Optimization exercise on an open flow, not production practice. RTL: at most simulated, not proved equivalent. Function not checked: run 6. Power: default activity.

## flow/config.mk

```make
export PLATFORM = sky130hd
export DESIGN_NAME = axi_regs
export DESIGN_NICKNAME = axi_regs
export VERILOG_FILES = /design/flow/design.v
export SDC_FILE = /design/flow/constraint.sdc
export NUM_CORES = 4
export LEC_CHECK = 0
export CAP_MARGIN = 20
export CORE_AREA = 4 4 421 421
export DIE_AREA = 0 0 425 425
export PLACE_DENSITY = 0.6
export SLEW_MARGIN = 20
export SYNTH_HIERARCHICAL = 1
```

## flow/constraint.sdc

```tcl
create_clock -name core_clock -period 5.0 [get_ports {axi_aclk}]
set_input_delay 1.0000 -clock core_clock [delete_from_list [all_inputs] [get_ports {axi_aclk}]]
set_output_delay 1.0000 -clock core_clock [all_outputs]
set_load 0.01 [all_outputs]
```

## flow/design.v

```verilog
package axi_regs_pkg;
    localparam AXI_REVISION = 34;
    localparam logic [31:0] AXI_DEFAULT_BASEADDR = 32'h00000000;
    localparam AXI_RANGE_BYTES = 128;
    localparam logic [31:0] REG0_OFFSET = 32'h00000000;  
    localparam REG0_VALUE_BIT_OFFSET = 0;  
    localparam REG0_VALUE_BIT_WIDTH = 32;  
    localparam logic [31:0] REG0_VALUE_RESET = 32'b00000000000000000000000000000000;  
    localparam logic [31:0] REG1_OFFSET = 32'h00000004;  
    localparam REG1_VALUE_BIT_OFFSET = 0;  
    localparam REG1_VALUE_BIT_WIDTH = 32;  
    localparam logic [31:0] REG1_VALUE_RESET = 32'b00000000000000000000000000000000;  
    localparam logic [31:0] REG2_OFFSET = 32'h00000008;  
    localparam REG2_VALUE_BIT_OFFSET = 0;  
    localparam REG2_VALUE_BIT_WIDTH = 32;  
    localparam logic [31:0] REG2_VALUE_RESET = 32'b00000000000000000000000000000000;  
    localparam logic [31:0] REG3_OFFSET = 32'h0000000C;  
    localparam REG3_VALUE_BIT_OFFSET = 0;  
    localparam REG3_VALUE_BIT_WIDTH = 32;  
    localparam logic [31:0] REG3_VALUE_RESET = 32'b00000000000000000000000000000000;  
    localparam logic [31:0] REG4_OFFSET = 32'h00000010;  
    localparam REG4_VALUE_BIT_OFFSET = 0;  
    localparam REG4_VALUE_BIT_WIDTH = 32;  
    localparam logic [31:0] REG4_VALUE_RESET = 32'b00000000000000000000000000000000;  
    localparam logic [31:0] REG5_OFFSET = 32'h00000014;  
    localparam REG5_VALUE_BIT_OFFSET = 0;  
    localparam REG5_VALUE_BIT_WIDTH = 32;  
    localparam logic [31:0] REG5_VALUE_RESET = 32'b00000000000000000000000000000000;  
    localparam logic [31:0] REG6_OFFSET = 32'h00000018;  
    localparam REG6_VALUE_BIT_OFFSET = 0;  
    localparam REG6_VALUE_BIT_WIDTH = 1;  
    localparam logic [0:0] REG6_VALUE_RESET = 1'b0;  
    localparam logic [31:0] REG7_OFFSET = 32'h0000001C;  
    localparam REG7_VALUE_BIT_OFFSET = 0;  
    localparam REG7_VALUE_BIT_WIDTH = 32;  
    localparam logic [31:0] REG7_VALUE_RESET = 32'b00000000000000000000000000000000;  
    localparam logic [31:0] REG8_OFFSET = 32'h00000020;  
    localparam REG8_VALUE_BIT_OFFSET = 0;  
    localparam REG8_VALUE_BIT_WIDTH = 32;  
    localparam logic [31:0] REG8_VALUE_RESET = 32'b00000000000000000000000000000000;  
    localparam logic [31:0] REG9_OFFSET = 32'h00000024;  
    localparam REG9_VALUE_BIT_OFFSET = 0;  
    localparam REG9_VALUE_BIT_WIDTH = 32;  
    localparam logic [31:0] REG9_VALUE_RESET = 32'b00000000000000000000000000000000;  
    localparam logic [31:0] REG10_OFFSET = 32'h00000028;  
    localparam REG10_VALUE_BIT_OFFSET = 0;  
    localparam REG10_VALUE_BIT_WIDTH = 32;  
    localparam logic [31:0] REG10_VALUE_RESET = 32'b00000000000000000000000000000000;  
    localparam logic [31:0] REG11_OFFSET = 32'h0000002C;  
    localparam REG11_VALUE_BIT_OFFSET = 0;  
    localparam REG11_VALUE_BIT_WIDTH = 32;  
    localparam logic [31:0] REG11_VALUE_RESET = 32'b00000000000000000000000000000000;  
    localparam logic [31:0] REG12_OFFSET = 32'h00000030;  
    localparam REG12_VALUE_BIT_OFFSET = 0;  
    localparam REG12_VALUE_BIT_WIDTH = 32;  
    localparam logic [31:0] REG12_VALUE_RESET = 32'b00000000000000000000000000000000;  
    localparam logic [31:0] REG13_OFFSET = 32'h00000034;  
    localparam REG13_VALUE_BIT_OFFSET = 0;  
    localparam REG13_VALUE_BIT_WIDTH = 32;  
    localparam logic [31:0] REG13_VALUE_RESET = 32'b00000000000000000000000000000000;  
    localparam logic [31:0] REG14_OFFSET = 32'h00000038;  
    localparam REG14_VALUE_BIT_OFFSET = 0;  
    localparam REG14_VALUE_BIT_WIDTH = 32;  
    localparam logic [31:0] REG14_VALUE_RESET = 32'b00000000000000000000000000000000;  
    localparam logic [31:0] REG15_OFFSET = 32'h0000003C;  
    localparam REG15_VALUE_BIT_OFFSET = 0;  
    localparam REG15_VALUE_BIT_WIDTH = 32;  
    localparam logic [31:0] REG15_VALUE_RESET = 32'b00000000000000000000000000000000;  
    localparam logic [31:0] REG16_OFFSET = 32'h00000040;  
    localparam REG16_VALUE_BIT_OFFSET = 0;  
    localparam REG16_VALUE_BIT_WIDTH = 32;  
    localparam logic [31:0] REG16_VALUE_RESET = 32'b00000000000000000000000000000000;  
    localparam logic [31:0] REG17_OFFSET = 32'h00000044;  
    localparam REG17_VALUE_BIT_OFFSET = 0;  
    localparam REG17_VALUE_BIT_WIDTH = 32;  
    localparam logic [31:0] REG17_VALUE_RESET = 32'b00000000000000000000000000000000;  
    localparam logic [31:0] REG18_OFFSET = 32'h00000048;  
    localparam REG18_VALUE_BIT_OFFSET = 0;  
    localparam REG18_VALUE_BIT_WIDTH = 32;  
    localparam logic [31:0] REG18_VALUE_RESET = 32'b00000000000000000000000000000000;  
    localparam logic [31:0] REG19_OFFSET = 32'h0000004C;  
    localparam REG19_VALUE_BIT_OFFSET = 0;  
    localparam REG19_VALUE_BIT_WIDTH = 32;  
    localparam logic [31:0] REG19_VALUE_RESET = 32'b00000000000000000000000000000000;  
    localparam logic [31:0] REG20_OFFSET = 32'h00000050;  
    localparam REG20_VALUE_BIT_OFFSET = 0;  
    localparam REG20_VALUE_BIT_WIDTH = 32;  
    localparam logic [31:0] REG20_VALUE_RESET = 32'b00000000000000000000000000000000;  
    localparam logic [31:0] REG21_OFFSET = 32'h00000054;  
    localparam REG21_VALUE_BIT_OFFSET = 0;  
    localparam REG21_VALUE_BIT_WIDTH = 32;  
    localparam logic [31:0] REG21_VALUE_RESET = 32'b00000000000000000000000000000000;  
    localparam logic [31:0] REG22_OFFSET = 32'h00000058;  
    localparam REG22_VALUE_BIT_OFFSET = 0;  
    localparam REG22_VALUE_BIT_WIDTH = 32;  
    localparam logic [31:0] REG22_VALUE_RESET = 32'b00000000000000000000000000000000;  
    localparam logic [31:0] REG23_OFFSET = 32'h0000005C;  
    localparam REG23_VALUE_BIT_OFFSET = 0;  
    localparam REG23_VALUE_BIT_WIDTH = 32;  
    localparam logic [31:0] REG23_VALUE_RESET = 32'b00000000000000000000000000000000;  
    localparam logic [31:0] REG24_OFFSET = 32'h00000060;  
    localparam REG24_VALUE_BIT_OFFSET = 0;  
    localparam REG24_VALUE_BIT_WIDTH = 32;  
    localparam logic [31:0] REG24_VALUE_RESET = 32'b00000000000000000000000000000000;  
    localparam logic [31:0] REG25_OFFSET = 32'h00000064;  
    localparam REG25_VALUE_BIT_OFFSET = 0;  
    localparam REG25_VALUE_BIT_WIDTH = 32;  
    localparam logic [31:0] REG25_VALUE_RESET = 32'b00000000000000000000000000000000;  
    localparam logic [31:0] REG26_OFFSET = 32'h00000068;  
    localparam REG26_VALUE_BIT_OFFSET = 0;  
    localparam REG26_VALUE_BIT_WIDTH = 32;  
    localparam logic [31:0] REG26_VALUE_RESET = 32'b00000000000000000000000000000000;  
    localparam logic [31:0] REG27_OFFSET = 32'h0000006C;  
    localparam REG27_VALUE_BIT_OFFSET = 0;  
    localparam REG27_VALUE_BIT_WIDTH = 32;  
    localparam logic [31:0] REG27_VALUE_RESET = 32'b00000000000000000000000000000000;  
    localparam logic [31:0] REG28_OFFSET = 32'h00000070;  
    localparam REG28_VALUE_BIT_OFFSET = 0;  
    localparam REG28_VALUE_BIT_WIDTH = 32;  
    localparam logic [31:0] REG28_VALUE_RESET = 32'b00000000000000000000000000000000;  
    localparam logic [31:0] REG29_OFFSET = 32'h00000074;  
    localparam REG29_VALUE_BIT_OFFSET = 0;  
    localparam REG29_VALUE_BIT_WIDTH = 32;  
    localparam logic [31:0] REG29_VALUE_RESET = 32'b00000000000000000000000000000000;  
    localparam logic [31:0] REG30_OFFSET = 32'h00000078;  
    localparam REG30_VALUE_BIT_OFFSET = 0;  
    localparam REG30_VALUE_BIT_WIDTH = 32;  
    localparam logic [31:0] REG30_VALUE_RESET = 32'b00000000000000000000000000000000;  
    localparam logic [31:0] REG31_OFFSET = 32'h0000007C;  
    localparam REG31_VALUE_BIT_OFFSET = 0;  
    localparam REG31_VALUE_BIT_WIDTH = 32;  
    localparam logic [31:0] REG31_VALUE_RESET = 32'b00000000000000000000000000000000;  
endpackage: axi_regs_pkg
`default_nettype none
module axi_regs #(
    parameter AXI_ADDR_WIDTH = 32,  
    parameter logic [31:0] BASEADDR = 32'h00000000  
    ) (
    input  wire                      axi_aclk,
    input  wire                      axi_aresetn,
    input  wire [AXI_ADDR_WIDTH-1:0] s_axi_awaddr,
    input  wire [2:0]                s_axi_awprot,
    input  wire                      s_axi_awvalid,
    input  wire [7:0]                s_axi_awid,
    input  wire [7:0]                s_axi_awlen,
    input  wire [2:0]                s_axi_awsize,
    output wire                      s_axi_awready,
    input  wire [31:0]               s_axi_wdata,
    input  wire [3:0]                s_axi_wstrb,
    input  wire                      s_axi_wvalid,
    input  wire                      s_axi_wlast,
    output wire                      s_axi_wready,
    input  wire [AXI_ADDR_WIDTH-1:0] s_axi_araddr,
    input  wire [2:0]                s_axi_arprot,
    input  wire                      s_axi_arvalid,
    input  wire [7:0]                s_axi_arid,
    input  wire [7:0]                s_axi_arlen,
    input  wire [2:0]                s_axi_arsize,
    output wire                      s_axi_arready,
    output wire [31:0]               s_axi_rdata,
    output wire [1:0]                s_axi_rresp,
    output wire                      s_axi_rvalid,
    output wire [7:0]                s_axi_rid,
    output wire                      s_axi_rlast,
    input  wire                      s_axi_rready,
    output wire [1:0]                s_axi_bresp,
    output wire                      s_axi_bvalid,
    output wire [7:0]                s_axi_bid,
    input  wire                      s_axi_bready,
    output wire reg0_strobe,  
    output wire [31:0] reg0_value,  
    output wire reg1_strobe,  
    output wire [31:0] reg1_value,  
    output wire reg2_strobe,  
    output wire [31:0] reg2_value,  
    output wire reg3_strobe,  
    output wire [31:0] reg3_value,  
    output wire reg4_strobe,  
    input wire [31:0] reg4_value,  
    output wire reg5_strobe,  
    output wire [31:0] reg5_value,  
    input wire reg6_value_set,  
    output wire reg7_strobe,  
    output wire [31:0] reg7_value,  
    output wire reg8_strobe,  
    output wire [31:0] reg8_value,  
    output wire reg9_strobe,  
    output wire [31:0] reg9_value,  
    output wire reg10_strobe,  
    output wire [31:0] reg10_value,  
    output wire reg11_strobe,  
    output wire [31:0] reg11_value,  
    output wire reg12_strobe,  
    output wire [31:0] reg12_value,  
    output wire reg13_strobe,  
    output wire [31:0] reg13_value,  
    output wire reg14_strobe,  
    output wire [31:0] reg14_value,  
    output wire reg15_strobe,  
    output wire [31:0] reg15_value,  
    output wire reg16_strobe,  
    output wire [31:0] reg16_value,  
    output wire reg17_strobe,  
    output wire [31:0] reg17_value,  
    output wire reg18_strobe,  
    output wire [31:0] reg18_value,  
    output wire reg19_strobe,  
    output wire [31:0] reg19_value,  
    output wire reg20_strobe,  
    output wire [31:0] reg20_value,  
    output wire reg21_strobe,  
    output wire [31:0] reg21_value,  
    output wire reg22_strobe,  
    output wire [31:0] reg22_value,  
    output wire reg23_strobe,  
    output wire [31:0] reg23_value,  
    output wire reg24_strobe,  
    output wire [31:0] reg24_value,  
    output wire reg25_strobe,  
    output wire [31:0] reg25_value,  
    output wire reg26_strobe,  
    output wire [31:0] reg26_value,  
    output wire reg27_strobe,  
    output wire [31:0] reg27_value,  
    output wire reg28_strobe,  
    output wire [31:0] reg28_value,  
    output wire reg29_strobe,  
    output wire [31:0] reg29_value,  
    output wire reg30_strobe,  
    output wire [31:0] reg30_value,  
    output wire reg31_strobe,  
    output wire [31:0] reg31_value  
    );
    localparam int AW = AXI_ADDR_WIDTH;
    wire [AW-3:0] aw_off, ar_off;
    if (BASEADDR[6:2] == 5'd0) begin: g_aligned
        assign aw_off = {s_axi_awaddr[AW-1:7] ^ BASEADDR[AW-1:7], s_axi_awaddr[6:2]};
        assign ar_off = {s_axi_araddr[AW-1:7] ^ BASEADDR[AW-1:7], s_axi_araddr[6:2]};
    end else begin: g_unaligned
        assign aw_off = s_axi_awaddr[AW-1:2] - BASEADDR[AW-1:2];
        assign ar_off = s_axi_araddr[AW-1:2] - BASEADDR[AW-1:2];
    end
    wire          aw_in  = (aw_off[AW-3:5] == '0);
    wire          ar_in  = (ar_off[AW-3:5] == '0);
    logic       aw_got, w_got, awready_q, wready_q, bvalid_q, bresp_q, upd_q;
    logic [7:0] bid_q;
    logic       wa_in;
    logic [4:0] wa_idx;
    logic [31:0] wd_q;
    logic [3:0]  ws_q;
    wire upd     = aw_got & w_got;
    wire aw_take = s_axi_awvalid & ~aw_got & ~bvalid_q;
    wire w_take  = s_axi_wvalid  & ~w_got  & ~bvalid_q;
    wire [7:0] bid_d;
    for (genvar i = 0; i < 8; i++) begin: g_bid
        axr_ao22 u_bid (.a1(aw_take), .a2(s_axi_awid[i]), .b1(~aw_take), .b2(bid_q[i]), .y(bid_d[i]));
    end
    always_ff @(posedge axi_aclk or negedge axi_aresetn) begin
        if (~axi_aresetn) begin
            aw_got    <= 1'b0;
            w_got     <= 1'b0;
            awready_q <= 1'b0;
            wready_q  <= 1'b0;
            bvalid_q  <= 1'b0;
            bresp_q   <= 1'b0;
            upd_q     <= 1'b0;
            bid_q     <= '0;
        end else begin
            awready_q <= aw_take;
            wready_q  <= w_take;
            aw_got    <= ~upd & (aw_got | aw_take);
            w_got     <= ~upd & (w_got | w_take);
            upd_q     <= upd;
            bvalid_q  <= upd | (bvalid_q & ~s_axi_bready);
            if (upd) bresp_q <= ~(wa_in & (wa_idx != 5'd4));
            bid_q     <= bid_d;
        end
    end
    wire [5:0]  wa_d;
    wire [35:0] wd_d;
    for (genvar i = 0; i < 6; i++) begin: g_wa
        axr_ao22 u_wa (.a1(~aw_got), .a2(i == 5 ? aw_in : aw_off[i]), .b1(aw_got),
                       .b2(i == 5 ? wa_in : wa_idx[i]), .y(wa_d[i]));
    end
    for (genvar i = 0; i < 36; i++) begin: g_wd
        axr_ao22 u_wd (.a1(~w_got), .a2(i < 32 ? s_axi_wdata[i] : s_axi_wstrb[i-32]), .b1(w_got),
                       .b2(i < 32 ? wd_q[i] : ws_q[i-32]), .y(wd_d[i]));
    end
    always_ff @(posedge axi_aclk) begin
        {wa_in, wa_idx} <= wa_d;
        {ws_q, wd_q}    <= wd_d;
    end
    wire [7:0]  wa_hi;
    wire [15:0] wa_lo;
    for (genvar m = 0; m < 8; m++) begin: g_hi
        assign wa_hi[m] = upd & wa_in & (wa_idx[4:2] == m);
    end
    for (genvar k = 0; k < 16; k++) begin: g_lo
        assign wa_lo[k] = (wa_idx[1:0] == k / 4) & ws_q[k % 4];
    end
    logic [31:0] wdec;
    always_comb begin
        wdec = '0;
        wdec[wa_idx] = wa_in;
    end
    wire  [31:0] rv [0:31];
    logic        reg6_q;
    for (genvar r = 0; r < 32; r++) begin: g_reg
        if (r != 4 && r != 6) begin: g_rw
            wire [3:0] we, wen;
            for (genvar b = 0; b < 4; b++) begin: g_en
                axr_nand2 u_wen (.a(wa_hi[r / 4]), .b(wa_lo[4 * (r % 4) + b]), .y(wen[b]));
                axr_inv   u_we  (.a(wen[b]), .y(we[b]));
            end
            wire [31:0] d;
            logic [31:0] q;
            for (genvar i = 0; i < 32; i++) begin: g_bit
                axr_ao22 u_bit (.a1(we[i/8]), .a2(wd_q[i]), .b1(wen[i/8]), .b2(q[i]), .y(d[i]));
            end
            always_ff @(posedge axi_aclk or negedge axi_aresetn) begin
                if (~axi_aresetn) q <= '0;
                else              q <= d;
            end
            assign rv[r] = q;
        end else begin: g_none
            assign rv[r] = '0;
        end
    end
    always_ff @(posedge axi_aclk or negedge axi_aresetn) begin
        if (~axi_aresetn)
            reg6_q <= 1'b0;
        else if (reg6_value_set)
            reg6_q <= 1'b1;
        else if (upd & wdec[6] & ws_q[0] & wd_q[0])
            reg6_q <= 1'b0;
    end
    logic       arready_q, resp_q, rvalid_q, rresp_v, rresp_q, reg4_strobe_q;
    logic [7:0] rid_q;
    wire ar_take = s_axi_arvalid & ~arready_q & ~resp_q & ~rvalid_q;
    wire [7:0] rid_d;
    for (genvar i = 0; i < 8; i++) begin: g_rid
        axr_ao22 u_rid (.a1(ar_take), .a2(s_axi_arid[i]), .b1(~ar_take), .b2(rid_q[i]), .y(rid_d[i]));
    end
    always_ff @(posedge axi_aclk or negedge axi_aresetn) begin
        if (~axi_aresetn) begin
            arready_q     <= 1'b0;
            resp_q        <= 1'b0;
            rvalid_q      <= 1'b0;
            rresp_q       <= 1'b0;
            reg4_strobe_q <= 1'b0;
            rid_q         <= '0;
        end else begin
            arready_q     <= ar_take;
            resp_q        <= arready_q;
            rvalid_q      <= resp_q | (rvalid_q & ~s_axi_rready);
            reg4_strobe_q <= arready_q & ar_in & (ar_off[4:0] == 5'd4);
            if (resp_q) rresp_q <= rresp_v;
            rid_q         <= rid_d;
        end
    end
    wire [31:0] rsrc [0:31];
    wire [31:0] rsel;
    for (genvar r = 0; r < 32; r++) begin: g_rsrc
        if (r == 4)      begin: g4 assign rsrc[r] = reg4_value; end
        else if (r == 5) begin: g5 assign rsrc[r] = '0; end
        else if (r == 6) begin: g6 assign rsrc[r] = {31'b0, reg6_q}; end
        else             begin: gr assign rsrc[r] = rv[r]; end
        assign rsel[r] = arready_q & ar_in & (ar_off[4:0] == r);
    end
    logic [31:0] rd_n;
    wire  [31:0] rd_n_d;
    for (genvar i = 0; i < 32; i++) begin: g_rbit
        localparam int NS = (i == 0) ? 31 : 30;
        localparam int NG = (NS + 2) / 3;
        wire [3*NG-1:0] s, v;
        for (genvar k = 0; k < 3*NG; k++) begin: g_src
            localparam int R = (k < 5) ? k : k + ((i == 0) ? 1 : 2);
            if (k < NS) begin: g_on
                assign s[k] = rsel[R];
                assign v[k] = rsrc[R][i];
            end else begin: g_off
                assign s[k] = 1'b0;
                assign v[k] = 1'b0;
            end
        end
        wire [NG-1:0] y;
        for (genvar g = 0; g < NG; g++) begin: g_grp
            axr_aoi222 u_aoi (.a1(s[3*g]), .a2(v[3*g]), .b1(s[3*g+1]), .b2(v[3*g+1]),
                              .c1(s[3*g+2]), .c2(v[3*g+2]), .y(y[g]));
        end
        assign rd_n_d[i] = (&y) & (arready_q | rd_n[i]);
    end
    always_ff @(posedge axi_aclk) begin
        rresp_v <= ~ar_in | (ar_off[4:0] == 5'd5);
        rd_n    <= rd_n_d;
    end
    assign s_axi_awready = awready_q;
    assign s_axi_wready  = wready_q;
    assign s_axi_bvalid  = bvalid_q;
    assign s_axi_bresp   = {2{bresp_q}};
    assign s_axi_bid     = bid_q;
    assign s_axi_arready = arready_q;
    assign s_axi_rvalid  = rvalid_q;
    assign s_axi_rlast   = rvalid_q;
    assign s_axi_rresp   = {2{rresp_q}};
    assign s_axi_rid     = rid_q;
    wire rvalid_n = ~rvalid_q;
    for (genvar i = 0; i < 32; i++) begin: g_rdata
        axr_nor2 u_rdata (.a(rd_n[i]), .b(rvalid_n), .y(s_axi_rdata[i]));
    end
    assign reg4_strobe = reg4_strobe_q;
    assign reg0_value  = rv[0];
    assign reg0_strobe = upd_q & wdec[0];
    assign reg1_value  = rv[1];
    assign reg1_strobe = upd_q & wdec[1];
    assign reg2_value  = rv[2];
    assign reg2_strobe = upd_q & wdec[2];
    assign reg3_value  = rv[3];
    assign reg3_strobe = upd_q & wdec[3];
    assign reg5_value  = rv[5];
    assign reg5_strobe = upd_q & wdec[5];
    assign reg7_value  = rv[7];
    assign reg7_strobe = upd_q & wdec[7];
    assign reg8_value  = rv[8];
    assign reg8_strobe = upd_q & wdec[8];
    assign reg9_value  = rv[9];
    assign reg9_strobe = upd_q & wdec[9];
    assign reg10_value  = rv[10];
    assign reg10_strobe = upd_q & wdec[10];
    assign reg11_value  = rv[11];
    assign reg11_strobe = upd_q & wdec[11];
    assign reg12_value  = rv[12];
    assign reg12_strobe = upd_q & wdec[12];
    assign reg13_value  = rv[13];
    assign reg13_strobe = upd_q & wdec[13];
    assign reg14_value  = rv[14];
    assign reg14_strobe = upd_q & wdec[14];
    assign reg15_value  = rv[15];
    assign reg15_strobe = upd_q & wdec[15];
    assign reg16_value  = rv[16];
    assign reg16_strobe = upd_q & wdec[16];
    assign reg17_value  = rv[17];
    assign reg17_strobe = upd_q & wdec[17];
    assign reg18_value  = rv[18];
    assign reg18_strobe = upd_q & wdec[18];
    assign reg19_value  = rv[19];
    assign reg19_strobe = upd_q & wdec[19];
    assign reg20_value  = rv[20];
    assign reg20_strobe = upd_q & wdec[20];
    assign reg21_value  = rv[21];
    assign reg21_strobe = upd_q & wdec[21];
    assign reg22_value  = rv[22];
    assign reg22_strobe = upd_q & wdec[22];
    assign reg23_value  = rv[23];
    assign reg23_strobe = upd_q & wdec[23];
    assign reg24_value  = rv[24];
    assign reg24_strobe = upd_q & wdec[24];
    assign reg25_value  = rv[25];
    assign reg25_strobe = upd_q & wdec[25];
    assign reg26_value  = rv[26];
    assign reg26_strobe = upd_q & wdec[26];
    assign reg27_value  = rv[27];
    assign reg27_strobe = upd_q & wdec[27];
    assign reg28_value  = rv[28];
    assign reg28_strobe = upd_q & wdec[28];
    assign reg29_value  = rv[29];
    assign reg29_strobe = upd_q & wdec[29];
    assign reg30_value  = rv[30];
    assign reg30_strobe = upd_q & wdec[30];
    assign reg31_value  = rv[31];
    assign reg31_strobe = upd_q & wdec[31];
endmodule
module axr_ao22 (
    input  wire a1, a2, b1, b2,
    output wire y
);
    assign y = (a1 & a2) | (b1 & b2);
endmodule
module axr_aoi222 (
    input  wire a1, a2, b1, b2, c1, c2,
    output wire y
);
    assign y = ~((a1 & a2) | (b1 & b2) | (c1 & c2));
endmodule
module axr_nand2 (
    input  wire a, b,
    output wire y
);
    assign y = ~(a & b);
endmodule
module axr_inv (
    input  wire a,
    output wire y
);
    assign y = ~a;
endmodule
module axr_nor2 (
    input  wire a, b,
    output wire y
);
    assign y = ~(a | b);
endmodule
```

## flow/flow/run.sh

```bash
#!/bin/bash
# The standard ORFS layout (standard.sh), with two changes in how the
# layout is built:
#  - port buffers use the smallest buffer cell (buf_1) instead of the
#    delay-buffer cell buffer_ports picks by default;
#  - CTS clusters more sinks per leaf buffer and adds no dummy loads.
export BUFFER_PORTS_ARGS="-buffer_cell sky130_fd_sc_hd__buf_1"
export CTS_ARGS="-sink_clustering_enable -repair_clock_nets -dont_use_dummy_load -sink_clustering_size 25 -sink_clustering_max_diameter 100"
bash standard.sh > standard.log 2>&1
```

## flow/standard.sh

```bash
#!/bin/bash
# synth_recipe.tcl (not shown) runs the flow's synth.tcl, then flattens the netlist and writes it again
# the make line also repeats each setting of config.mk as NAME=value (left out here)
make -C /OpenROAD-flow-scripts/flow DESIGN_CONFIG=/design/flow/config.mk WORK_HOME=/design/flow/orfs CLKGATE_MAP_FILE= SYNTH_SCRIPT=/design/flow/synth_recipe.tcl "${@:-finish}"
```

==> results of run 1 <==
modules after synthesis (local to each module, per instance):
module / cell area (µm²) / cells
axi_regs: 28300 / 1405
axr_ao22: 8.76 / 1
axr_aoi222: 10.0 / 1
axr_inv: 3.75 / 1
axr_nand2: 3.75 / 1
axr_nor2: 3.75 / 1
sequential cells by signal (all words and copies together) (netlist names):
register and count:
wa_in 1, resp_q 1, upd_q 1, w_got 1, wa_idx 5, ws_q 4, rresp_v 1, bvalid_q 1
awready_q 1, wd_q 32, arready_q 1, rd_n 32, reg4_strobe_q 1, rid_q 8, g.g_rw.q 960, rresp_q 1
wready_q 1, aw_got 1, bid_q 8, reg6_q 1, bresp_q 1, rvalid_q 1
cell type report:
type	count	area, µm²
Sequential cell	1064	26300
Tap cell	2310	2890
Antenna cell	7	17.5
Fill cell	18000	121000
Multi-Input combinational cell	1799	14800
Clock buffer	54	1350
Inverter	130	488
Timing Repair Buffer	1309	5530
final timing paths:
path / endpoint / slack [ps] / start
min: g_reg[17].g_rw.q[14] / 330 / axi_aresetn
max in group asynchronous: g_reg[19].g_rw.q[26] / 3380 / axi_aresetn
min in group core_clock: wd_q[7] / 490 / wd_q[7]
max: reg13_strobe / 880 / wa_idx[0]
min reg2reg: wd_q[7] / 490 / wd_q[7]
max reg2reg: rd_n[28] / 1600 / arready_q
cell families (layout without fill, tap and decap cells):
logic type,count (synthesis),after routing,synth area share
other cells,1,11,0.0000904
buf+inv,156,1493,0.0160
xor+xnor,4,4,0.000844
fa+ha+maj,4,4,0.00121
flops,1064,1064,0.633
mux,1,1,0.000271
simple gates,408,408,0.0498
compound gates,1378,1378,0.299
synthesized netlist by cell type (6+ instances only):
master    number
dfrtp_1      989
clkbuf_1       8
nor2_1        47
nor4_1        40
and2_1        17
buf_6          6
o211ai_1      31
nand4_1       78
inv_1        130
nand2_1      125
a222oi_1     321
dfxtp_1       75
a22o_1      1018
nand3_1       13
nor3_1        67
per-layer routing:
layer / wire length [µm] / part of all wire / vias to the layer above
met3: 30300 / 0.12 / 627
met5: 207 / 0.00081 / -
met4: 20800 / 0.082 / 16
met1: 91500 / 0.36 / 20500
met2: 111000 / 0.44 / 3196
li1: - / - / 15500
power by group:
part | switching, mW | internal, mW | leakage [nW]
Sequential | 1.62 | 8.88 | 14.4
Combinational | 1.88 | 0.551 | 7.68
Clock | 2.88 | 1.92 | 0.665
stage by stage:
| stage | instances | total power, mW | utilization |
|---|---|---|---|
| floorplan | 3019 | 10.9 | - |
| global placement | 6612 | 13.0 | 0.290 |
| detailed placement | 6612 | 13.1 | 0.290 |
| CTS | 6666 | 17.8 | 0.298 |
| global route | 6669 | 18.3 | 0.298 |
| finish | 6673 | 17.7 | 0.298 |
==> flow_summary.yaml, run 1 <==
layout:
  final_cell_mix: "buf_1, a22o_1, dfrtp_1"
  syn2layout_area_growth_pct: 23.8
  final_layout_size_suffix_gt1_frac: 0.0551
  final_common_cell: "buf_1"
  nets: 4547
  finalInstanceArea_um2: 51400
synth:
  synth_top_area_cell: "dfrtp_1"
  synthTopCellsByArea: "dfrtp_1, a22o_1, a222oi_1"
  synth-seq-cells: 1064
  syn_area_um2: 41500
  async_flop_share: 0.930
  ys_seq_area_frac: 0.633
  synthCells: 3016
  synth_cell_types: 43
  synth-edff-count: 0
  synth_ff_type: "dfrtp_1"
  syn_avg_cell_area_um2: 13.8
  synth.top_cell.area_share: 0.596
  ys_warn_count: 7
sta:
  setup_ws_ps: 879
  rsz0062_at_grt: "false"
  setup_tns_ps: 0
  setup_viol: 0
  fin_crit_ps: 4120
  worst_slew_pin_slew_ps: 1090
  slew_violations: 0
  hold_violations: 0
  skew_ps: 76.1
  relSlewSlack: 0.274
  clock.fmax_mhz: 243
  hold_slack_ps: 326
  finalCritPeriodShare: 0.824
routing:
  route.detailed.drc: 0
  first_pass_iters: 14
  drt_iter0_drc: 7320
  wirelength_um: 254000
  vias_per_cell: 5.98
  drtAntennaViolNets: 0
  wire_per_inst_um: 38.1
  vias: 39900
grt:
  grt_pass1_wl_um: 338000
  track_usage: 0.267
  grt_max_degree: 110
  globalRoute.busiestLayer: "met2"
  grtUsageMet3: 0.0875
  use_met2: 0.405
  grt_overflow: 0
  grt_pass1_vias: 37500
  use_met1: 0.324
  antenna_found_initial: 31
hold_path:
  hp-class: "in -> async"
worst_setup_path:
  worstPathCellList: "inv_1, ha_1, nor3b_2, xor2_1, nor4_1, buf_1"
  ff2ff_path_depth: 6
  start_kind: "flop"
  cp_top_family: "XOR/XNOR gates"
  cpPeakStageDelay_ps: 800
  worst_setup_path_end_kind: "output port"
  path_buf_inv: 2
  crit_type: "reg -> out"
  cp.required_ps: 4000
  path_max_fanout: 14
  arrival_ps: 3120
  critical-path-slowest-cell: "xor2_1"
  crit_cells: 6
placed_design:
  pre_cts_ws_ps: 793
  place_area_um2: 50000
  portBuffers: 1200
  hpwl_um: 196000
  place_congestion: 1.04
clock_tree:
  path_clk_slew_ps: 100
  cts_buffers: 54
  cts_buffer_depth: 3
  cts_hold_repair.buffers: 0
  clkLatencyLatePin_ps: 700
  postCtsSetupRepairBufs: 0
  cts_sinks: 1064
  postCtsResizedCells: 0
  cts_tree: "yes"
  root_buffer: "clkbuf_16"
  cts_htree_levels: 2
floorplanning:
  row_count: 152
  coreArea_um2: 172000
  die_y_um: 425
  die_w_um: 425
  initial_core_util: 0.241
  dieArea_um2: 181000
  io_pins: 1234
power_and_ir_drop:
  p_per_area_nw_per_um2: 345
  max-vdd-ir-drop_uv: 317
  p_leak_nw: 22.7
run_status:
  status: "no timing/DRC/antenna violations"
flow_run:
  maxCapViolations: 0
==> inputs of run 2 (changes only) <==
--- a/flow/flow/run.sh
+++ b/flow/flow/run.sh
@@ -6,4 +6,5 @@
 #  - CTS clusters more sinks per leaf buffer and adds no dummy loads.
 export BUFFER_PORTS_ARGS="-buffer_cell sky130_fd_sc_hd__buf_1"
 export CTS_ARGS="-sink_clustering_enable -repair_clock_nets -dont_use_dummy_load -sink_clustering_size 25 -sink_clustering_max_diameter 100"
+export PLACE_PINS_ARGS="-min_distance 1 -min_distance_in_tracks"
 bash standard.sh > standard.log 2>&1
--- a/flow/config.mk
+++ b/flow/config.mk
@@ -6,8 +6,8 @@
 export NUM_CORES = 4
 export LEC_CHECK = 0
 export CAP_MARGIN = 20
-export CORE_AREA = 4 4 421 421
-export DIE_AREA = 0 0 425 425
+export CORE_MARGIN = 2
+export CORE_UTILIZATION = 45
 export PLACE_DENSITY = 0.6
 export SLEW_MARGIN = 20
 export SYNTH_HIERARCHICAL = 1
==> run 2 against run 1 <==
- still clean
- total power shrank 2.5%
- clock skew shrank 41 ps
- global-route usage grew 15 points
- die area shrank 48%
- combinational power grew 39%
- sequential share of layout area grew 1.6 points
- non-clock buffer count grew 7
- sequential cell count is the same
- count of clock-buffer cells in the layout shrank 5
- critical path depth is the same
- critical path type unchanged
==> flow_summary.yaml, run 2 <==
run_status:
  status: "no timing/DRC/antenna violations"
synth:
  synth.top_cell.area_share: 0.596
  ys_warn_count: 7
  async_flop_share: 0.930
  synthCells: 3016
  synth_common_cells: "a22o_1, dfrtp_1, a222oi_1"
  synth_most_common_cell: "a22o_1"
  synth-seq-cells: 1064
  synthTopCellsByArea: "dfrtp_1, a22o_1, a222oi_1"
  synth_cell_types: 43
  synth_top_area_cell: "dfrtp_1"
  synth_ff_type: "dfrtp_1"
  syn_area_um2: 41500
  ys_seq_area_frac: 0.633
  syn_avg_cell_area_um2: 13.8
  synth-edff-count: 0
floorplanning:
  coreArea_um2: 91500
  initial_core_util: 0.453
  dieArea_um2: 94700
  row_count: 111
  io_pins: 1234
  die_w_um: 308
  die_y_um: 308
grt:
  grt_pass1_vias: 36500
  grt_max_degree: 166
  grt_pass1_wl_um: 284000
  antenna_found_initial: 23
  grt_overflow: 0
  track_usage: 0.420
sta:
  fin_crit_ps: 4430
  hold_slack_ps: 389
  worst_slew_pin_slew_ps: 1040
  setup_tns_ps: 0
  slew_violations: 0
  clock.fmax_mhz: 226
  relSlewSlack: 0.305
  hold_violations: 0
  setup_viol: 0
  finalCritPeriodShare: 0.886
  skew_ps: 34.6
  setup_ws_ps: 572
  rsz0062_at_grt: "false"
worst_setup_path:
  path_max_fanout: 14
  crit_start: "wa_idx[0]"
  start_kind: "flop"
  arrival_ps: 3430
  critical-path-slowest-cell: "xor2_1"
  worstPathCellList: "inv_1, ha_1, nor3b_2, xor2_1, nor4_1, buf_1"
  timing.rr.start: "aw_got"
  timing.rr.end: "g_reg[13].g_rw.q[4]"
  crit_cells: 6
  crit_type: "reg -> out"
  ff2ff_path_depth: 6
  cp_top_family: "XOR/XNOR gates"
  r2r_slack_ps: 1770
  endpoint: "reg16_strobe"
  cpPeakStageDelay_ps: 800
  path_buf_inv: 2
  worst_setup_path_end_kind: "output port"
  cp.required_ps: 4000
power_and_ir_drop:
  p_clk_frac: 0.261
  intPower_mw: 11.3
  max-vdd-ir-drop_uv: 341
  p_comb_frac: 0.195
  p_leak_nw: 22.7
  swShare: 0.348
  power_switching_mw: 6.02
  pwr-share-seq: 0.544
  p_per_area_nw_per_um2: 347
clock_tree:
  cts_buffer_depth: 3
  postCtsResizedCells: 0
  clkLatencyLatePin_ps: 650
  postCtsSetupRepairBufs: 0
  cts_hold_repair.buffers: 0
  cts_sinks: 1064
  cts_buffers: 49
  path_clk_slew_ps: 100
  cts_htree_levels: 2
  cts_tree: "yes"
  root_buffer: "clkbuf_16"
flow_run:
  maxCapViolations: 0
layout:
  final_cells: 5562
  final_common_cell: "buf_1"
  syn2layout_area_growth_pct: 19.9
  utilization: 0.544
  final_layout_size_suffix_gt1_frac: 0.0503
  multi_input_area_um2: 14800
  final_cell_mix: "buf_1, a22o_1, dfrtp_1"
  largest_reg_flops: 960
  seq_area_um2: 26300
  regMostFlops: "g.g_rw.q"
  nets: 4549
  nFillCells: 8192
placed_design:
  portBuffers: 1200
  hpwl_um: 144000
  place_congestion: 1.04
  dp_cells: 5495
  pre_cts_ws_ps: 1070
routing:
  drtAntennaViolNets: 0
  vias_per_cell: 7.07
  wire_per_inst_um: 37.0
  vias: 39300
  drt_iter0_drc: 6730
  wirelength_um: 206000
  first_pass_iters: 9
  route.detailed.drc: 0
hold_path:
  hp-class: "in -> async"
==> run 2: area by class of cell <==
class                           instances  share of cell area
Sequential cell                      1064               0.528
Multi-Input combinational cell       1799               0.297
Timing Repair Buffer                 1316               0.110
Tap cell                             1186              0.0298
Clock buffer                           49              0.0246
Inverter                              130             0.00981
Antenna cell                           18            0.000905
==> run 2: metal layers <==
metal / vias to the layer above / GRT usage / wire length [µm] / share of wire
met5: - / 0.00879 / 140 / 0.00068
li1: 15500 / - / - / -
met2: 3142 / 0.599 / 87200 / 0.42
met3: 736 / 0.155 / 27000 / 0.13
met1: 19900 / 0.534 / 74700 / 0.36
met4: 8 / 0.275 / 16900 / 0.082
==> run 2: worst min path at each step <==
stage / start / endpoint / slack (ps) / cells past startpoint
after floorplan: wa_idx[4] / wa_idx[4] / 440 / 1
after global placement: wd_q[9] / wd_q[9] / 450 / 1
after detailed placement: wd_q[9] / wd_q[9] / 460 / 1
final: axi_aresetn / g_reg[13].g_rw.q[5] / 390 / 1
after CTS: axi_aresetn / g_reg[13].g_rw.q[5] / 380 / 1
after global routing: axi_aresetn / g_reg[13].g_rw.q[1] / 400 / 1
==> run 2: logic make-up (layout without fill, tap and decap cells) <==
logic type               Yosys count  count (layout)  synth area share
XOR/XNOR                           4               4          0.000844
AO/OA/AOI/OAI                   1378            1378             0.299
AND/OR/NAND/NOR                  408             408            0.0498
multiplexers                       1               1          0.000271
buffers and inverters            156            1495            0.0160
flip-flops                      1064            1064             0.633
adder cells (fa/ha/maj)            4               4           0.00121
other                              1              22         0.0000904
==> run 2: metrics by stage <==
stage	power, mW	area [µm²]
2_1_floorplan	10.9	41500
3_3_place_gp	12.8	48500
3_5_place_dp	12.8	48500
4_1_cts	17.2	49700
5_1_grt	17.7	49800
6_report	17.3	49800
==> run 2: per-module statistics from Yosys, one instance, submodules excluded <==
module / cell area (µm²) / copies in the design / flops+latches / cells inside
axi_regs: 28300 / 1 / 1064 / 1405
axr_inv: 3.75 / 120 / 0 / 1
axr_nor2: 3.75 / 32 / 0 / 1
axr_ao22: 8.76 / 1018 / 0 / 1
axr_nand2: 3.75 / 120 / 0 / 1
axr_aoi222: 10.0 / 321 / 0 / 1
==> run 2: power by group through the flow <==
stage / Clock (mW) / Combinational (mW) / Sequential [mW]
6_report: 4.51 / 3.37 / 9.40
5_1_grt: 4.84 / 3.45 / 9.43
4_1_cts: 4.54 / 3.28 / 9.38
3_5_place_dp: 0 / 3.28 / 9.54
3_3_place_gp: 0 / 3.25 / 9.54
2_1_floorplan: 0 / 0.909 / 9.94
==> inputs of run 3 (changes only) <==
==> flow/flow/run.sh (replaced) <==
#!/bin/bash
# The standard ORFS layout (standard.sh), with three changes in how the
# layout is built:
#  - port buffers use the smallest buffer cell (buf_1) instead of the
#    delay-buffer cell buffer_ports picks by default;
#  - CTS clusters more sinks per leaf buffer and adds no dummy loads;
#  - IO pins may sit one routing track apart, so the 1234 pins fit on a die
#    sized by CORE_UTILIZATION instead of a die sized by the pin count.
# All of standard.sh's output goes to standard.log here; ORFS's per-step logs
# are under orfs/logs/.
export BUFFER_PORTS_ARGS="-buffer_cell sky130_fd_sc_hd__buf_1"
export CTS_ARGS="-sink_clustering_enable -repair_clock_nets -dont_use_dummy_load -sink_clustering_size 25 -sink_clustering_max_diameter 100"
export PLACE_PINS_ARGS="-min_distance 1 -min_distance_in_tracks"
bash standard.sh > standard.log 2>&1
==> run 3 against run 2 <==
- clock power about the same
- utilization unchanged
- critical path depth is the same
- worst hold slack did not move
- largest cell class unchanged
- via count stayed put
- synthesized area stayed put
- first-iteration DRC count unchanged
- sequential share of layout area unchanged
- global-route usage is the same
- maximum frequency stayed put
==> flow_summary.yaml, run 3 <==
synth:
  synth_top_area_cell: "dfrtp_1"
  synth_most_common_cell: "a22o_1"
  syn_avg_cell_area_um2: 13.8
  synth_cell_types: 43
  async_flop_share: 0.930
  ys_seq_area_frac: 0.633
  synth-edff-count: 0
  synth_ff_type: "dfrtp_1"
  synth.top_cell.area_share: 0.596
  synthCells: 3016
  synthTopCellsByArea: "dfrtp_1, a22o_1, a222oi_1"
  syn_area_um2: 41500
  ys_warn_count: 7
  synth_common_cells: "a22o_1, dfrtp_1, a222oi_1"
  synth-seq-cells: 1064
worst_setup_path:
  timing.rr.start: "aw_got"
  worst_setup_path_end_kind: "output port"
  timing.rr.end: "g_reg[13].g_rw.q[4]"
  start_kind: "flop"
  endpoint: "reg16_strobe"
  crit_type: "reg -> out"
  worstPathCellList: "inv_1, ha_1, nor3b_2, xor2_1, nor4_1, buf_1"
  critical-path-slowest-cell: "xor2_1"
  path_max_fanout: 14
  ff2ff_path_depth: 6
  r2r_slack_ps: 1770
  cp.required_ps: 4000
  cpPeakStageDelay_ps: 800
  arrival_ps: 3430
  crit_start: "wa_idx[0]"
floorplanning:
  die_y_um: 308
  io_pins: 1234
  coreArea_um2: 91500
  initial_core_util: 0.453
  die_w_um: 308
  row_count: 111
  dieArea_um2: 94700
routing:
  route.detailed.drc: 0
  wirelength_um: 206000
  wire_per_inst_um: 37.0
  vias_per_cell: 7.07
  drtAntennaViolNets: 0
  first_pass_iters: 9
  drt_iter0_drc: 6730
  vias: 39300
layout:
  final_cell_mix: "buf_1, a22o_1, dfrtp_1"
  largest_reg_flops: 960
  final_cells: 5562
  nFillCells: 8192
  final_layout_size_suffix_gt1_frac: 0.0503
  nets: 4549
  final_common_cell: "buf_1"
  regMostFlops: "g.g_rw.q"
  syn2layout_area_growth_pct: 19.9
power_and_ir_drop:
  max-vdd-ir-drop_uv: 341
  p_leak_nw: 22.7
  p_per_area_nw_per_um2: 347
  totalPowerFinal_mw: 17.3
clock_tree:
  postCtsSetupRepairBufs: 0
  cts_buffers: 49
  cts_buffer_depth: 3
  cts_hold_repair.buffers: 0
  path_clk_slew_ps: 100
  root_buffer: "clkbuf_16"
  cts_sinks: 1064
  cts_htree_levels: 2
  cts_tree: "yes"
  postCtsResizedCells: 0
  clkLatencyLatePin_ps: 650
grt:
  grt_pass1_vias: 36500
  grt_max_degree: 166
  grt_pass1_wl_um: 284000
  grt_overflow: 0
  track_usage: 0.420
  antenna_found_initial: 23
placed_design:
  portBuffers: 1200
  dp_cells: 5495
  place_congestion: 1.04
  hpwl_um: 144000
sta:
  clock.fmax_mhz: 226
  setup_tns_ps: 0
  skew_ps: 34.6
  setup_viol: 0
  worst_slew_pin_slew_ps: 1040
  rsz0062_at_grt: "false"
  finalCritPeriodShare: 0.886
  hold_violations: 0
  fin_crit_ps: 4430
  slew_violations: 0
  relSlewSlack: 0.305
hold_path:
  hp-class: "in -> async"
run_status:
  status: "no timing/DRC/antenna violations"
flow_run:
  maxCapViolations: 0
[run 3: modules after synthesis, one instance, submodules excluded]
module | cell area (µm²) | copies in the design
axi_regs | 28300 | 1
axr_aoi222 | 10.0 | 321
axr_ao22 | 8.76 | 1018
axr_inv | 3.75 | 120
axr_nand2 | 3.75 | 120
axr_nor2 | 3.75 | 32
[run 3: per-layer routing]
| metal | vias to the layer above | part of all wire | wire length [µm] | GRT usage |
|---|---|---|---|---|
| met1 | 19900 | 0.36 | 74700 | 0.534 |
| met4 | 8 | 0.082 | 16900 | 0.275 |
| met2 | 3142 | 0.42 | 87200 | 0.599 |
| li1 | 15500 | - | - | - |
| met3 | 736 | 0.13 | 27000 | 0.155 |
| met5 | - | 0.00068 | 140 | 0.00879 |
[run 3: layout make-up]
cell class                      instances  area (µm²)  area share
Timing Repair Buffer                 1316        5490       0.110
Inverter                              130         488     0.00981
Multi-Input combinational cell       1799       14800       0.297
Clock buffer                           49        1230      0.0246
Tap cell                             1186        1480      0.0298
Antenna cell                           18        45.0    0.000905
Sequential cell                      1064       26300       0.528
[run 3: power breakdown]
part	leakage, nW	internal [mW]	switching, mW
Sequential	14.4	8.86	0.539
Combinational	7.71	0.646	2.73
Clock	0.604	1.76	2.75
Total	22.7	11.3	6.02
[run 3: worst min-delay path by stage]
stage                 from                   to  slack [ps]  cells after the start
2_1_floorplan    wa_idx[4]            wa_idx[4]         440                      1
3_3_place_gp       wd_q[9]              wd_q[9]         450                      1
3_5_place_dp       wd_q[9]              wd_q[9]         460                      1
4_1_cts        axi_aresetn  g_reg[13].g_rw.q[5]         380                      1
5_1_grt        axi_aresetn  g_reg[13].g_rw.q[1]         400                      1
6_report       axi_aresetn  g_reg[13].g_rw.q[5]         390                      1
[run 3: per-stage QoR]
stage	utilization	hold slack (ps)	setup WS, ps	area, µm²
final	0.544	389	572	49800
after global routing	0.544	405	400	49800
after detailed placement	0.530	459	1070	48500
after global placement	0.530	454	1050	48500
after CTS	0.543	384	530	49700
after floorplan	-	437	849	41500
[run 3: worst max-delay path: cells and delay by family, from the launching register on]
kind                       cells  cell delay (ps)
buffers and inverters          2              390
adders and majority gates      1              620
and+or+nand+nor                2              500
DFF                            1              470
xor gates and xnor gates       1              800
[run 3: logic make-up (layout without fill, tap and decap cells)]
logic type	Yosys count	after routing	synth area share
AOI/OAI and AO/OA	1378	1378	0.299
xor gates and xnor gates	4	4	0.000844
adders and majority gates	4	4	0.00121
buffers and inverters	156	1495	0.0160
DFF	1064	1064	0.633
muxes	1	1	0.000271
other	1	22	0.0000904
and+or+nand+nor	408	408	0.0498
==> inputs of run 4 (changes only) <==
--- a/flow/flow/run.sh
+++ b/flow/flow/run.sh
@@ -9,6 +9,6 @@
 # All of standard.sh's output goes to standard.log here; ORFS's per-step logs
 # are under orfs/logs/.
 export BUFFER_PORTS_ARGS="-buffer_cell sky130_fd_sc_hd__buf_1"
-export CTS_ARGS="-sink_clustering_enable -repair_clock_nets -dont_use_dummy_load -sink_clustering_size 25 -sink_clustering_max_diameter 100"
+export CTS_ARGS="-sink_clustering_enable -repair_clock_nets -dont_use_dummy_load -sink_clustering_size 16 -sink_clustering_max_diameter 100 -buf_list sky130_fd_sc_hd__clkbuf_8"
 export PLACE_PINS_ARGS="-min_distance 1 -min_distance_in_tracks"
 bash standard.sh > standard.log 2>&1
==> run 4 against run 3 <==
- maximum frequency is 2.1% lower
- first-iteration DRC count is 3.5% higher
- clock power is 6.9% lower
- critical path depth stayed put
- non-clock buffer count stayed put
- critical path type unchanged
- largest power group unchanged
==> flow_summary.yaml, run 4 <==
synth:
  synth_common_cells: "a22o_1, dfrtp_1, a222oi_1"
  synth_ff_type: "dfrtp_1"
  ys_seq_area_frac: 0.633
  synthTopCellsByArea: "dfrtp_1, a22o_1, a222oi_1"
  syn_avg_cell_area_um2: 13.8
  synthCells: 3016
  syn_area_um2: 41500
  synth-edff-count: 0
  ys_warn_count: 7
  synth_most_common_cell: "a22o_1"
  synth-seq-cells: 1064
  synth_cell_types: 43
  synth.top_cell.area_share: 0.596
  async_flop_share: 0.930
  synth_top_area_cell: "dfrtp_1"
routing:
  first_pass_iters: 10
  vias_per_cell: 7.03
  drt_iter0_drc: 6964
  wirelength_um: 207000
  route.detailed.drc: 0
  vias: 39300
  wire_per_inst_um: 37.0
  drtAntennaViolNets: 0
power_and_ir_drop:
  p_comb_frac: 0.199
  power_switching_mw: 6.10
  pwr-share-seq: 0.554
  swShare: 0.359
  max-vdd-ir-drop_uv: 348
  p_clk_frac: 0.247
  totalPowerFinal_mw: 17.0
  p_leak_nw: 22.6
  intPower_mw: 10.9
  p_per_area_nw_per_um2: 342
clock_tree:
  cts_tree: "yes"
  cts_buffer_depth: 3
  root_buffer: "clkbuf_8"
  path_clk_slew_ps: 100
  postCtsResizedCells: 0
  clkLatencyLatePin_ps: 760
  cts_hold_repair.buffers: 0
  cts_buffers: 76
  postCtsSetupRepairBufs: 0
  cts_sinks: 1064
  cts_htree_levels: 3
layout:
  nets: 4576
  largest_reg_flops: 960
  finalInstanceArea_um2: 49600
  final_layout_size_suffix_gt1_frac: 0.0561
  regMostFlops: "g.g_rw.q"
  syn2layout_area_growth_pct: 19.5
  final_cell_mix: "buf_1, a22o_1, dfrtp_1"
  final_common_cell: "buf_1"
placed_design:
  pre_cts_ws_ps: 1070
  place_congestion: 1.04
  hpwl_um: 144000
  place_area_um2: 48500
  portBuffers: 1200
floorplanning:
  die_w_um: 308
  initial_core_util: 0.453
  io_pins: 1234
  die_y_um: 308
  dieArea_um2: 94700
  coreArea_um2: 91500
  row_count: 111
sta:
  rsz0062_at_grt: "false"
  setup_ws_ps: 479
  skew_ps: 25.5
  relSlewSlack: 0.291
  setup_tns_ps: 0
  setup_viol: 0
  hold_violations: 0
  fin_crit_ps: 4520
  slew_violations: 0
  finalCritPeriodShare: 0.904
  hold_slack_ps: 274
  worst_slew_pin_slew_ps: 1060
  clock.fmax_mhz: 221
hold_path:
  hp-class: "in -> async"
worst_setup_path:
  path_max_fanout: 14
  cp.required_ps: 4000
  worst_setup_path_end_kind: "output port"
  start_kind: "flop"
  r2r_slack_ps: 1770
  arrival_ps: 3520
  crit_type: "reg -> out"
flow_run:
  maxCapViolations: 0
grt:
  grt_max_degree: 166
  grt_pass1_vias: 36700
  grt_overflow: 0
  track_usage: 0.423
  grt_pass1_wl_um: 286000
  antenna_found_initial: 27
run_status:
  status: "no timing/DRC/antenna violations"
[run 4: changes by cell type in the layout (fill, tap and decap cells not counted)]
cell       before  now
clkbuf_8        0   76
diode_2        18   24
clkbuf_16      49    0
[run 4: cells by family (layout without fill, tap and decap cells)]
| group | Yosys count | in the layout | synth area share |
|---|---|---|---|
| compound gates | 1378 | 1378 | 0.299 |
| xor+xnor | 4 | 4 | 0.000844 |
| fa+ha+maj | 4 | 4 | 0.00121 |
| buf+inv | 156 | 1522 | 0.0160 |
| flops | 1064 | 1064 | 0.633 |
| mux | 1 | 1 | 0.000271 |
| other cells | 1 | 28 | 0.0000904 |
| simple gates | 408 | 408 | 0.0498 |
[run 4: layer usage]
layer / GRT usage / part of all wire / vias to the layer above / wire [µm]
met1: 0.535 / 0.36 / 19900 / 75400
met2: 0.597 / 0.42 / 3112 / 86800
met5: 0.0114 / 0.00072 / - / 148
met4: 0.285 / 0.086 / 6 / 17900
met3: 0.166 / 0.13 / 782 / 26800
li1: - / - / 15600 / -
[run 4: worst paths after layout]
path | startpoint | endpoint | depth (start not counted)
worst max-delay path | wa_idx[0] | reg16_strobe | 6
worst min-delay path | axi_aresetn | g_reg[9].g_rw.q[3] | 1
worst max register to register | aw_got | g_reg[13].g_rw.q[4] | 6
worst min register to register | wd_q[11] | wd_q[11] | 1
max in group asynchronous | axi_aresetn | g_reg[14].g_rw.q[10] | 2
min in group core_clock | s_axi_rready | rvalid_q | 2
[run 4: per-stage QoR]
step / util / cells
floorplan: - / 3019
global placement: 0.530 / 5495
detailed placement: 0.530 / 5495
CTS: 0.541 / 5571
global route: 0.542 / 5586
finish: 0.542 / 5595
[run 4: power by group through the flow]
stage	logic, mW	registers [mW]	clock network (mW)
final	3.38	9.40	4.20
after global routing	3.46	9.43	4.52
after CTS	3.28	9.38	4.22
after detailed placement	3.28	9.54	0
after global placement	3.25	9.54	0
after floorplan	0.909	9.94	0
[run 4: layout make-up]
type                            count  area (µm²)
Tap cell                         1186        1480
Clock buffer                       76        1050
Sequential cell                  1064       26300
Inverter                          130         488
Fill cell                        8225       41900
Timing Repair Buffer             1316        5490
Multi-Input combinational cell   1799       14800
Antenna cell                       24        60.1
[run 4: modules after synthesis, one instance, submodules excluded]
module      flip-flops and latches  cell area [µm²]  cells inside  copies in the design
axr_inv                          0             3.75             1                   120
axi_regs                      1064            28300          1405                     1
axr_nor2                         0             3.75             1                    32
axr_nand2                        0             3.75             1                   120
axr_aoi222                       0             10.0             1                   321
axr_ao22                         0             8.76             1                  1018
[run 4: worst max-delay path: stages, from the launching register on]
cell and delay [ps]:
dfxtp_1 460, inv_1 200, ha_1 620, nor3b_2 360
xor2_1 800, nor4_1 140, buf_1 180
==> inputs of run 5 (changes only) <==
--- a/flow/flow/run.sh
+++ b/flow/flow/run.sh
@@ -3,7 +3,8 @@
 # layout is built:
 #  - port buffers use the smallest buffer cell (buf_1) instead of the
 #    delay-buffer cell buffer_ports picks by default;
-#  - CTS clusters more sinks per leaf buffer and adds no dummy loads;
+#  - CTS uses clkbuf_8 leaf buffers for up to 16 sinks each and adds no
+#    dummy loads;
 #  - IO pins may sit one routing track apart, so the 1234 pins fit on a die
 #    sized by CORE_UTILIZATION instead of a die sized by the pin count.
 # All of standard.sh's output goes to standard.log here; ORFS's per-step logs
==> run 5 against run 4 <==
- worst hold slack unchanged
- clock power is essentially flat
- combinational power about the same
- critical path depth stayed put
- final cell count unchanged
- clock skew unchanged
==> flow_summary.yaml, run 5 <==
run_status:
  status: "no timing/DRC/antenna violations"
layout:
  syn2layout_area_growth_pct: 19.5
  regMostFlops: "g.g_rw.q"
  nets: 4576
  final_layout_size_suffix_gt1_frac: 0.0561
  final_common_cell: "buf_1"
  final_cell_mix: "buf_1, a22o_1, dfrtp_1"
  largest_reg_flops: 960
worst_setup_path:
  start_kind: "flop"
  critical-path-slowest-cell: "xor2_1"
  arrival_ps: 3520
  worst_setup_path_end_kind: "output port"
  crit_type: "reg -> out"
  path_buf_inv: 2
  worstPathCellList: "inv_1, ha_1, nor3b_2, xor2_1, nor4_1, buf_1"
  path_max_fanout: 14
  cp_top_family: "XOR/XNOR gates"
  cpPeakStageDelay_ps: 800
  cp.required_ps: 4000
synth:
  synth.top_cell.area_share: 0.596
  synth_common_cells: "a22o_1, dfrtp_1, a222oi_1"
  synth-seq-cells: 1064
  synth_most_common_cell: "a22o_1"
  synth_top_area_cell: "dfrtp_1"
  ys_seq_area_frac: 0.633
  syn_area_um2: 41500
  synth_cell_types: 43
  ys_warn_count: 7
  synth-edff-count: 0
  async_flop_share: 0.930
  synth_ff_type: "dfrtp_1"
  syn_avg_cell_area_um2: 13.8
  synthTopCellsByArea: "dfrtp_1, a22o_1, a222oi_1"
  synthCells: 3016
grt:
  grt_pass1_vias: 36700
  grt_max_degree: 166
  track_usage: 0.423
  grt_overflow: 0
  antenna_found_initial: 27
  grt_pass1_wl_um: 286000
sta:
  rsz0062_at_grt: "false"
  setup_viol: 0
  hold_slack_ps: 274
  fin_crit_ps: 4520
  setup_tns_ps: 0
  relSlewSlack: 0.291
  worst_slew_pin_slew_ps: 1060
  slew_violations: 0
  finalCritPeriodShare: 0.904
  clock.fmax_mhz: 221
  skew_ps: 25.5
  hold_violations: 0
  setup_ws_ps: 479
routing:
  drtAntennaViolNets: 0
  wirelength_um: 207000
  vias_per_cell: 7.03
  vias: 39300
  first_pass_iters: 10
  wire_per_inst_um: 37.0
  drt_iter0_drc: 6964
  route.detailed.drc: 0
floorplanning:
  row_count: 111
  initial_core_util: 0.453
  coreArea_um2: 91500
  io_pins: 1234
  dieArea_um2: 94700
  die_y_um: 308
  die_w_um: 308
clock_tree:
  cts_htree_levels: 3
  cts_sinks: 1064
  cts_buffer_depth: 3
  cts_buffers: 76
  cts_tree: "yes"
  clkLatencyLatePin_ps: 760
  postCtsSetupRepairBufs: 0
  postCtsResizedCells: 0
  root_buffer: "clkbuf_8"
  cts_hold_repair.buffers: 0
  path_clk_slew_ps: 100
hold_path:
  hp-class: "in -> async"
placed_design:
  pre_cts_ws_ps: 1070
  portBuffers: 1200
  place_congestion: 1.04
  hpwl_um: 144000
power_and_ir_drop:
  p_leak_nw: 22.6
  p_per_area_nw_per_um2: 342
  max-vdd-ir-drop_uv: 348
flow_run:
  maxCapViolations: 0
-- run 5: cell counts after synthesis --
No cell type changed its count.
-- run 5: logic make-up after synthesis --
logic type,share of synthesized area
adders and majority gates,0.00121
and+or+nand+nor,0.0498
DFF,0.633
muxes,0.000271
buffers and inverters,0.0160
AOI/OAI and AO/OA,0.299
other,0.0000904
xor gates and xnor gates,0.000844
-- run 5: final cells by class --
| type | count | area, µm² |
|---|---|---|
| fill | 8225 | 41900 |
| sequential | 1064 | 26300 |
| multi-input combinational | 1799 | 14800 |
| timing repair buffer | 1316 | 5490 |
| tap | 1186 | 1480 |
| clock buffer | 76 | 1050 |
| inverter | 130 | 488 |
| antenna | 24 | 60.1 |
-- run 5: worst register-to-register path, delay by kind of cell (launching register included) --
kind / cells / cell delay [ps]
AOI/OAI and AO/OA: 1 / 200
and+or+nand+nor: 3 / 1580
DFF: 1 / 610
buffers and inverters: 2 / 780
-- run 5: power breakdown --
| part | internal (mW) | total [mW] | leakage (nW) | switching (mW) |
|---|---|---|---|---|
| clock | 1.37 | 4.20 | 0.547 | 2.82 |
| combinational | 0.646 | 3.38 | 7.71 | 2.74 |
| sequential | 8.86 | 9.40 | 14.4 | 0.536 |
| total | 10.9 | 17.0 | 22.6 | 6.10 |
-- run 5: final timing paths --
| path | startpoint | slack [ps] | depth (start not counted) | end |
|---|---|---|---|---|
| min reg2reg | wd_q[11] | 480 | 1 | wd_q[11] |
| min in group core_clock | s_axi_rready | 400 | 2 | rvalid_q |
| max | wa_idx[0] | 480 | 6 | reg16_strobe |
| max reg2reg | aw_got | 1770 | 6 | g_reg[13].g_rw.q[4] |
| max in group asynchronous | axi_aresetn | 3380 | 2 | g_reg[14].g_rw.q[10] |
| min | axi_aresetn | 270 | 1 | g_reg[9].g_rw.q[3] |
-- run 5: Yosys stat by module (local to each module, per instance) --
| module | times used | cells inside | area (µm²) | flip-flops and latches |
|---|---|---|---|---|
| axr_aoi222 | 321 | 1 | 10.0 | 0 |
| axr_inv | 120 | 1 | 3.75 | 0 |
| axr_nor2 | 32 | 1 | 3.75 | 0 |
| axr_nand2 | 120 | 1 | 3.75 | 0 |
| axr_ao22 | 1018 | 1 | 8.76 | 0 |
| axi_regs | 1 | 1405 | 28300 | 1064 |
-- run 5: metrics by stage --
| stage | cells | power [mW] | util | cell area [µm²] |
|---|---|---|---|---|
| 2_1_floorplan | 3019 | 10.9 | - | 41500 |
| 3_3_place_gp | 5495 | 12.8 | 0.530 | 48500 |
| 3_5_place_dp | 5495 | 12.8 | 0.530 | 48500 |
| 4_1_cts | 5571 | 16.9 | 0.541 | 49500 |
| 5_1_grt | 5586 | 17.4 | 0.542 | 49600 |
| 6_report | 5595 | 17.0 | 0.542 | 49600 |
-- run 5: metal layers --
metal	track usage	up-vias	part of all wire
met3	0.166	782	0.13
met1	0.535	19900	0.36
met5	0.0114	-	0.00072
met2	0.597	3112	0.42
met4	0.285	6	0.086
li1	-	15600	-
==> inputs of run 6 (changes only) <==
--- a/flow/design.v
+++ b/flow/design.v
@@ -359,13 +359,22 @@
         end
     end
     wire [31:0] rsrc [0:31];
-    wire [31:0] rsel;
+    wire [7:0] ar_hi_n;
+    wire [3:0] ar_lo_n;
+    for (genvar m = 0; m < 8; m++) begin: g_arhi
+        assign ar_hi_n[m] = ~(arready_q & ar_in & (ar_off[4:2] == m));
+    end
+    for (genvar k = 0; k < 4; k++) begin: g_arlo
+        assign ar_lo_n[k] = ~(ar_off[1:0] == k);
+    end
+    wire [31:0] rsel_a, rsel_b;
     for (genvar r = 0; r < 32; r++) begin: g_rsrc
         if (r == 4)      begin: g4 assign rsrc[r] = reg4_value; end
         else if (r == 5) begin: g5 assign rsrc[r] = '0; end
         else if (r == 6) begin: g6 assign rsrc[r] = {31'b0, reg6_q}; end
         else             begin: gr assign rsrc[r] = rv[r]; end
-        assign rsel[r] = arready_q & ar_in & (ar_off[4:0] == r);
+        axr_nor2 u_rsel_a (.a(ar_hi_n[r / 4]), .b(ar_lo_n[r % 4]), .y(rsel_a[r]));
+        axr_nor2 u_rsel_b (.a(ar_hi_n[r / 4]), .b(ar_lo_n[r % 4]), .y(rsel_b[r]));
     end
     logic [31:0] rd_n;
     wire  [31:0] rd_n_d;
@@ -376,7 +385,7 @@
         for (genvar k = 0; k < 3*NG; k++) begin: g_src
             localparam int R = (k < 5) ? k : k + ((i == 0) ? 1 : 2);
             if (k < NS) begin: g_on
-                assign s[k] = rsel[R];
+                assign s[k] = (i < 16) ? rsel_a[R] : rsel_b[R];
                 assign v[k] = rsrc[R][i];
             end else begin: g_off
                 assign s[k] = 1'b0;
==> run 6 against run 5 <==
- still clean
- clock power is 1% lower
- non-clock buffer count is 11 higher
- total power hardly changed
- maximum frequency is 9.9% higher
- via count is 0.59% lower
- synthesized area is 0.12% higher
- routed wire length is 1.6% lower
- critical path depth stayed put
- worst setup slack better by 410 ps
- synthesized cell count is 0.90% higher
- sequential cell count stayed put
- critical path type unchanged
- critical endpoint is now reg2_strobe
==> flow_summary.yaml, run 6 <==
synth:
  synth_top_area_cell: "dfrtp_1"
  synth_most_common_cell: "a22o_1"
  ys_warn_count: 7
  async_flop_share: 0.930
  synthTopCellsByArea: "dfrtp_1, a22o_1, a222oi_1"
  ys_seq_area_frac: 0.632
  synth-seq-cells: 1064
  synth_common_cells: "a22o_1, dfrtp_1, a222oi_1"
  synthCells: 3043
  syn_avg_cell_area_um2: 13.7
  synth_ff_type: "dfrtp_1"
  synth_cell_types: 45
  syn_area_um2: 41500
  synth-edff-count: 0
  synth.top_cell.area_share: 0.596
floorplanning:
  row_count: 111
  die_y_um: 308
  initial_core_util: 0.454
  coreArea_um2: 91500
  die_w_um: 308
  io_pins: 1234
  dieArea_um2: 94800
layout:
  final_cells: 5623
  syn2layout_area_growth_pct: 19.4
  utilization: 0.542
  final_cell_mix: "buf_1, a22o_1, dfrtp_1"
  regMostFlops: "g.g_rw.q"
  nFillCells: 8217
  final_common_cell: "buf_1"
  nets: 4616
  final_layout_size_suffix_gt1_frac: 0.0533
  largest_reg_flops: 960
sta:
  hold_violations: 0
  worst_slew_pin_slew_ps: 1190
  relSlewSlack: 0.205
  skew_ps: 68.8
  fin_crit_ps: 4110
  clock.fmax_mhz: 243
  finalCritPeriodShare: 0.823
  setup_ws_ps: 887
  setup_viol: 0
  rsz0062_at_grt: "false"
  slew_violations: 0
  setup_tns_ps: 0
clock_tree:
  postCtsResizedCells: 0
  root_buffer: "clkbuf_8"
  cts_hold_repair.buffers: 0
  cts_htree_levels: 3
  postCtsSetupRepairBufs: 0
  cts_buffers: 76
  path_clk_slew_ps: 100
  cts_sinks: 1064
  cts_buffer_depth: 3
  clkLatencyLatePin_ps: 730
  cts_tree: "yes"
worst_setup_path:
  cpPeakStageDelay_ps: 580
  cp_top_family: "flip-flops"
  path_max_fanout: 12
  critical-path-slowest-cell: "dfxtp_1"
  crit_start: "wa_idx[0]"
  path_buf_inv: 2
  arrival_ps: 3110
  worstPathCellList: "inv_1, ha_1, xnor2_1, nand3_1, nor4_1, buf_1"
  start_kind: "flop"
  crit_type: "reg -> out"
  cp.required_ps: 4000
  timing.rr.start: "arready_q"
  r2r_slack_ps: 1500
  worst_setup_path_end_kind: "output port"
  ff2ff_path_depth: 8
  timing.rr.end: "rd_n[0]"
grt:
  antenna_found_initial: 16
  grt_max_degree: 131
  use_met1: 0.511
  grtUsageMet3: 0.151
  grt_pass1_vias: 36400
  grt_pass1_wl_um: 281000
  grt_overflow: 0
  track_usage: 0.413
  globalRoute.busiestLayer: "met2"
  use_met2: 0.614
routing:
  wirelength_um: 204000
  first_pass_iters: 13
  drt_iter0_drc: 6655
  route.detailed.drc: 0
  vias_per_cell: 6.96
  vias: 39100
  wire_per_inst_um: 36.2
  drtAntennaViolNets: 0
placed_design:
  pre_cts_ws_ps: 739
  dp_cells: 5535
  place_congestion: 1.02
  portBuffers: 1200
  hpwl_um: 147000
hold_path:
  hp-class: "in -> async"
power_and_ir_drop:
  max-vdd-ir-drop_uv: 669
  totalPowerFinal_mw: 17.0
  p_per_area_nw_per_um2: 342
  p_leak_nw: 22.8
flow_run:
  maxCapViolations: 0
run_status:
  status: "no timing/DRC/antenna violations"
[run 6: worst max-delay path by stage]
stage,end,slack [ps],cells past startpoint
after floorplan,rd_n[1],1640,7
after global placement,rd_n[31],800,10
after global routing,reg25_strobe,590,6
after detailed placement,rd_n[31],740,10
final,reg2_strobe,890,6
after CTS,reg18_strobe,870,6
[run 6: cell families after synthesis]
family	after synthesis	share of synthesized area
XOR/XNOR	4	0.000843
buffers and inverters	154	0.0151
AO/OA/AOI/OAI	1378	0.299
AND/OR/NAND/NOR	437	0.0518
other	1	0.0000903
adder cells (fa/ha/maj)	4	0.00120
flip-flops	1064	0.632
multiplexers	1	0.000271
[run 6: through the flow]
stage / hold slack, ps / area [µm²]
after floorplan: 433 / 41600
after global placement: 456 / 48500
after detailed placement: 464 / 48500
after CTS: 364 / 49600
after global routing: 408 / 49600
final: 381 / 49600
[run 6: metal layers]
metal  vias up  wire length, µm  share of wire
li1      15600                -              -
met3       638            27000           0.13
met2      3099            88600           0.44
met4        10            15100          0.074
met1     19700            72700           0.36
met5         -               91        0.00045
[run 6: cell type report]
| cell class | count | area, µm² | area share |
|---|---|---|---|
| sequential | 1064 | 26300 | 0.529 |
| multi-input combinational | 1828 | 14700 | 0.297 |
| timing repair buffer | 1327 | 5590 | 0.113 |
| tap | 1186 | 1480 | 0.0299 |
| clock buffer | 76 | 1050 | 0.0211 |
| inverter | 130 | 488 | 0.00983 |
| antenna | 12 | 30.0 | 0.000605 |
[run 6: modules after synthesis (local to each module, per instance)]
module | copies in the design | cells
axr_inv | 120 | 1
axr_nand2 | 120 | 1
axr_ao22 | 1018 | 1
axi_regs | 1 | 1371
axr_nor2 | 93 | 1
axr_aoi222 | 321 | 1
[run 6: power by group]
| part | switching [mW] | internal, mW |
|---|---|---|
| clock network | 2.79 | 1.37 |
| logic | 2.27 | 0.609 |
| registers | 1.08 | 8.87 |
| total | 6.14 | 10.8 |
